From an optimization exercise on the open Yosys and OpenROAD flow, aimed at small area and a short achievable clock period; shortcuts taken in it are not production practice. The RTL was checked by simulation tests, not by an equivalence proof against the original design. Power is estimated from default activity; no workload was simulated.

// crt4004
module crt4004(
	input   wire            clk,
	input   wire            reset_n,
    output  wire    [7:0]   terminal_bus,
    output  wire    [7:0]   imem_addr,
    input   wire    [31:0]  imem_data,
    output  wire            dmem_we,
    output  wire    [7:0]   dmem_addr,
    output  wire    [31:0]  dmem_wdata,
    input   wire    [31:0]  dmem_rdata
);
Size: roughly 4300 cells after synthesis, about 0.048 mm2 of cells after synthesis.
==> flow/config.mk <==
export PLATFORM = sky130hd
export DESIGN_NAME = crt4004
export DESIGN_NICKNAME = crt4004
export VERILOG_FILES = /design/flow/design.v
export SDC_FILE = /design/flow/constraint.sdc
export NUM_CORES = 8
export LEC_CHECK = 0
export CAP_MARGIN = 20
export CORE_MARGIN = 2
export CORE_UTILIZATION = 58
export CTS_CLUSTER_DIAMETER = 80
export CTS_CLUSTER_SIZE = 25
export SETUP_SLACK_MARGIN = 5
export SLEW_MARGIN = 20
export SYNTH_HIERARCHICAL = 1
export TNS_END_PERCENT = 0
==> flow/constraint.sdc <==
create_clock -name core_clock -period 15.0 [get_ports {clk}]
set_input_delay 3.0000 -clock core_clock [delete_from_list [all_inputs] [get_ports {clk}]]
set_output_delay 3.0000 -clock core_clock [all_outputs]
set_load 0.01 [all_outputs]
standard.sh (not shown) runs the stock make flow with config.mk's settings and CLKGATE_MAP_FILE= SYNTH_SCRIPT=/design/flow/synth_recipe.tcl, a recipe that flattens the netlist after the stock synthesis.
==> flow/flow/run.sh <==
#!/bin/bash
set -euo pipefail
sed -E 's/SETUP_SLACK_MARGIN=[0-9.]+/SETUP_SLACK_MARGIN=6.5/' standard.sh > standard_margin.sh
grep -q 'SETUP_SLACK_MARGIN=6.5' standard_margin.sh
bash standard_margin.sh > orfs_flow.log 2>&1
Change:
--- a/flow/config.mk
+++ b/flow/config.mk
@@ -10 +10 @@
-export CORE_UTILIZATION = 58
+export CORE_UTILIZATION = 45
Result: Count of clock-buffer cells in the layout goes up by 3. Critical path depth stays the same. Flip-flop and latch count stays the same. Worst hold slack got worse by 5.2 ps. Setup slack improved by 130 ps. Sequential share of layout area goes down by 0.74 points. Clock skew barely changes. Cell count goes up by a few percent. Sequential power hardly moves.

---

job 1171:
crt4004 again, from the RTL that the note above started with.
clock: 15.0 ns
lec_check: 0
cap_margin: 20
core_margin: 2
core_utilization: 65
cts_cluster_diameter: 80
cts_cluster_size: 25
setup_slack_margin: 5
slew_margin: 20
synth_hierarchical: 1
run.sh (not shown) runs the stock make flow with config.mk's settings and CLKGATE_MAP_FILE= SYNTH_SCRIPT=/design/flow/synth_recipe.tcl, a recipe that flattens the netlist after the stock synthesis.
Stock flow here: none of the scripts above is used.
Input-level comparison between job 5002 and job 1171:
Settings: putting TNS_END_PERCENT at 0 where nothing was set; swapping 65 for 40 in CORE_UTILIZATION.
==> flow/flow/run.sh (new file) <==
#!/bin/bash
set -euo pipefail
sed -E 's/SETUP_SLACK_MARGIN=[0-9.]+/SETUP_SLACK_MARGIN=6.5/' standard.sh > standard_margin.sh
grep -q 'SETUP_SLACK_MARGIN=6.5' standard_margin.sh
bash standard_margin.sh > orfs_flow.log 2>&1
==> flow/standard.sh (new file) <==
#!/bin/bash
# synth_recipe.tcl (not shown) runs the flow's synth.tcl, then flattens the netlist and writes it again
# the make line also repeats each setting of config.mk as NAME=value (left out here)
make -C /OpenROAD-flow-scripts/flow DESIGN_CONFIG=/design/flow/config.mk WORK_HOME=/design/flow/orfs CLKGATE_MAP_FILE= SYNTH_SCRIPT=/design/flow/synth_recipe.tcl "${@:-finish}"
removed: flow/run.sh
[summary]
Total count of hold-check failures in the final report: job 5002 vs job 1171 identical
Of job 5002 and job 1171, the run reporting the lower final non-filler cell total was job 1171.
Relative to job 1171, the area occupied by multi-input gates measured on job 5002 has increased slightly.
Gate count after technology mapping: job 1171 vs job 5002 identical
Taking job 1171 as the reference, in job 5002 total design power rose by 3.4%, latest clock arrival within the worst-skew pair fell by 0.02 ns.
Job 5002 against job 1171: layout buffer count excluding clock buffers went up by about 16%, number of buffers inserted by post-CTS setup repair has increased.
Antenna diode count: job 5002 higher than job 1171
Input-level comparison between job 8498 and job 5002:
Settings: CORE_UTILIZATION now 50, was 40.
Notes after the runs:
- Against job 5002, post-route worst hold slack in job 8498 came out worse.
- Going from job 5002 to job 8498, worst setup slack after placement grows by 0.070 ns.
- On horizontal die dimension, the higher figure sits with job 5002, not job 8498.
- Comparing job 8498 and job 5002, the lower cell-internal power is on job 8498.
- Job 8498 and job 5002 ended up with roughly the same top achievable clock speed.
- Utilization after layout in job 8498 is 12 points above job 5002.
- Taking job 5002 as the reference point, the combinational share of power of job 8498 rises by 0.3 points.
- The estimated power of job 8498 ends up lower than the estimate for job 5002.
- Delta (job 8498 minus job 5002): fraction of layout instances using a drive strength above 1 saw an increase; total detailed-routing wirelength picked up an extra 4.2 mm; smallest setup slack after layout decreased 0.015 ns.
diff inputs: job 8498 => job 1537
Settings: CORE_UTILIZATION: 50 -> 65.
--- outcome ---
On tightest slew margin relative to the limit, the lower figure sits with job 1537, not job 8498. Job 1537: final standard cell count with taps included and fillers excluded 339 below job 8498. The non-clock buffer count of job 1537 falls short of that of job 8498 by 7.1%. Of job 1537 and job 8498, the higher die span in y belongs to job 8498. Looking at job 1537 and job 8498, the clock latency on the worst-skew pair is a wash. The run with more setup slack is job 8498; job 1537 has less.
The following lists how job 7672 was set up differently from job 1537:
Settings: changing CORE_UTILIZATION from 65 to 50; setting BUFFER_PORTS_ARGS to -buffer_cell sky130_fd_sc_hd__buf_1 for the first time.
--- a/flow/flow/run.sh
+++ b/flow/flow/run.sh
@@ -1,4 +1,5 @@
 #!/bin/bash
 set -euo pipefail
+echo 'export BUFFER_PORTS_ARGS = -buffer_cell sky130_fd_sc_hd__buf_1' >> config.mk
 sed -E 's/SETUP_SLACK_MARGIN=[0-9.]+/SETUP_SLACK_MARGIN=6.5/' standard.sh > standard_margin.sh
 grep -q 'SETUP_SLACK_MARGIN=6.5' standard_margin.sh
[summary]
Compared with job 1537, count of clock-buffer cells in the layout in job 7672 increased by a few percent. Net count reported at finish essentially unchanged between job 7672 and job 1537. Diff job 7672..job 1537 | internal power | negligible.

-- separate check: timing with driven ports --
In the flow no input, the clock included, has a driving cell. The finished layouts below were timed again as built, in two steps.
Step 1 (the two cells are an assumption about what drives the block):
set clk [get_ports {clk}]
set_driving_cell -lib_cell sky130_fd_sc_hd__clkbuf_16 $clk
set_driving_cell -lib_cell sky130_fd_sc_hd__buf_2 [delete_from_list [all_inputs] $clk]
Step 2 moves the port delays by t, midway between the first and last clock arrival at a register: inputs arrive t later, outputs are due t later. That takes back most of the time a late clock gives input paths.
Slacks: no drivers / after step 1 / after step 2; pairs: no drivers / after step 1.
run | t (ns) | slack for setup (ns) | worst hold slack (ns) | latest minus earliest clock arrival (ns) | cell pins on the clock port's net
the first run of note 1 | 0.733 | 5.318 / 5.283 / 4.673 | 0.493 / 0.493 / 0.493 | 0.057 / 0.056 | 1
the second run of note 1 | 0.766 | 5.448 / 5.404 / 4.746 | 0.487 / 0.487 / 0.487 | 0.055 / 0.055 | 1
job 1171 | 0.766 | 4.872 / 4.847 / 4.215 | 0.505 / 0.505 / 0.505 | 0.063 / 0.063 | 1
job 5002 | 0.763 | 5.473 / 5.404 / 4.774 | 0.505 / 0.505 / 0.505 | 0.054 / 0.054 | 1
job 8498 | 0.768 | 5.458 / 5.419 / 4.845 | 0.494 / 0.494 / 0.494 | 0.045 / 0.045 | 1
job 1537 | 0.752 | 5.137 / 5.083 / 4.565 | 0.496 / 0.496 / 0.496 | 0.077 / 0.077 | 1
job 7672 | 0.776 | 5.443 / 5.355 / 4.580 | 0.506 / 0.506 / 0.506 | 0.067 / 0.067 | 1
After both steps every run listed still meets setup and hold. For job 7672, which loses most, drivers alone change the setup slack by -0.088 ns; drivers and shift together by -0.863 ns.
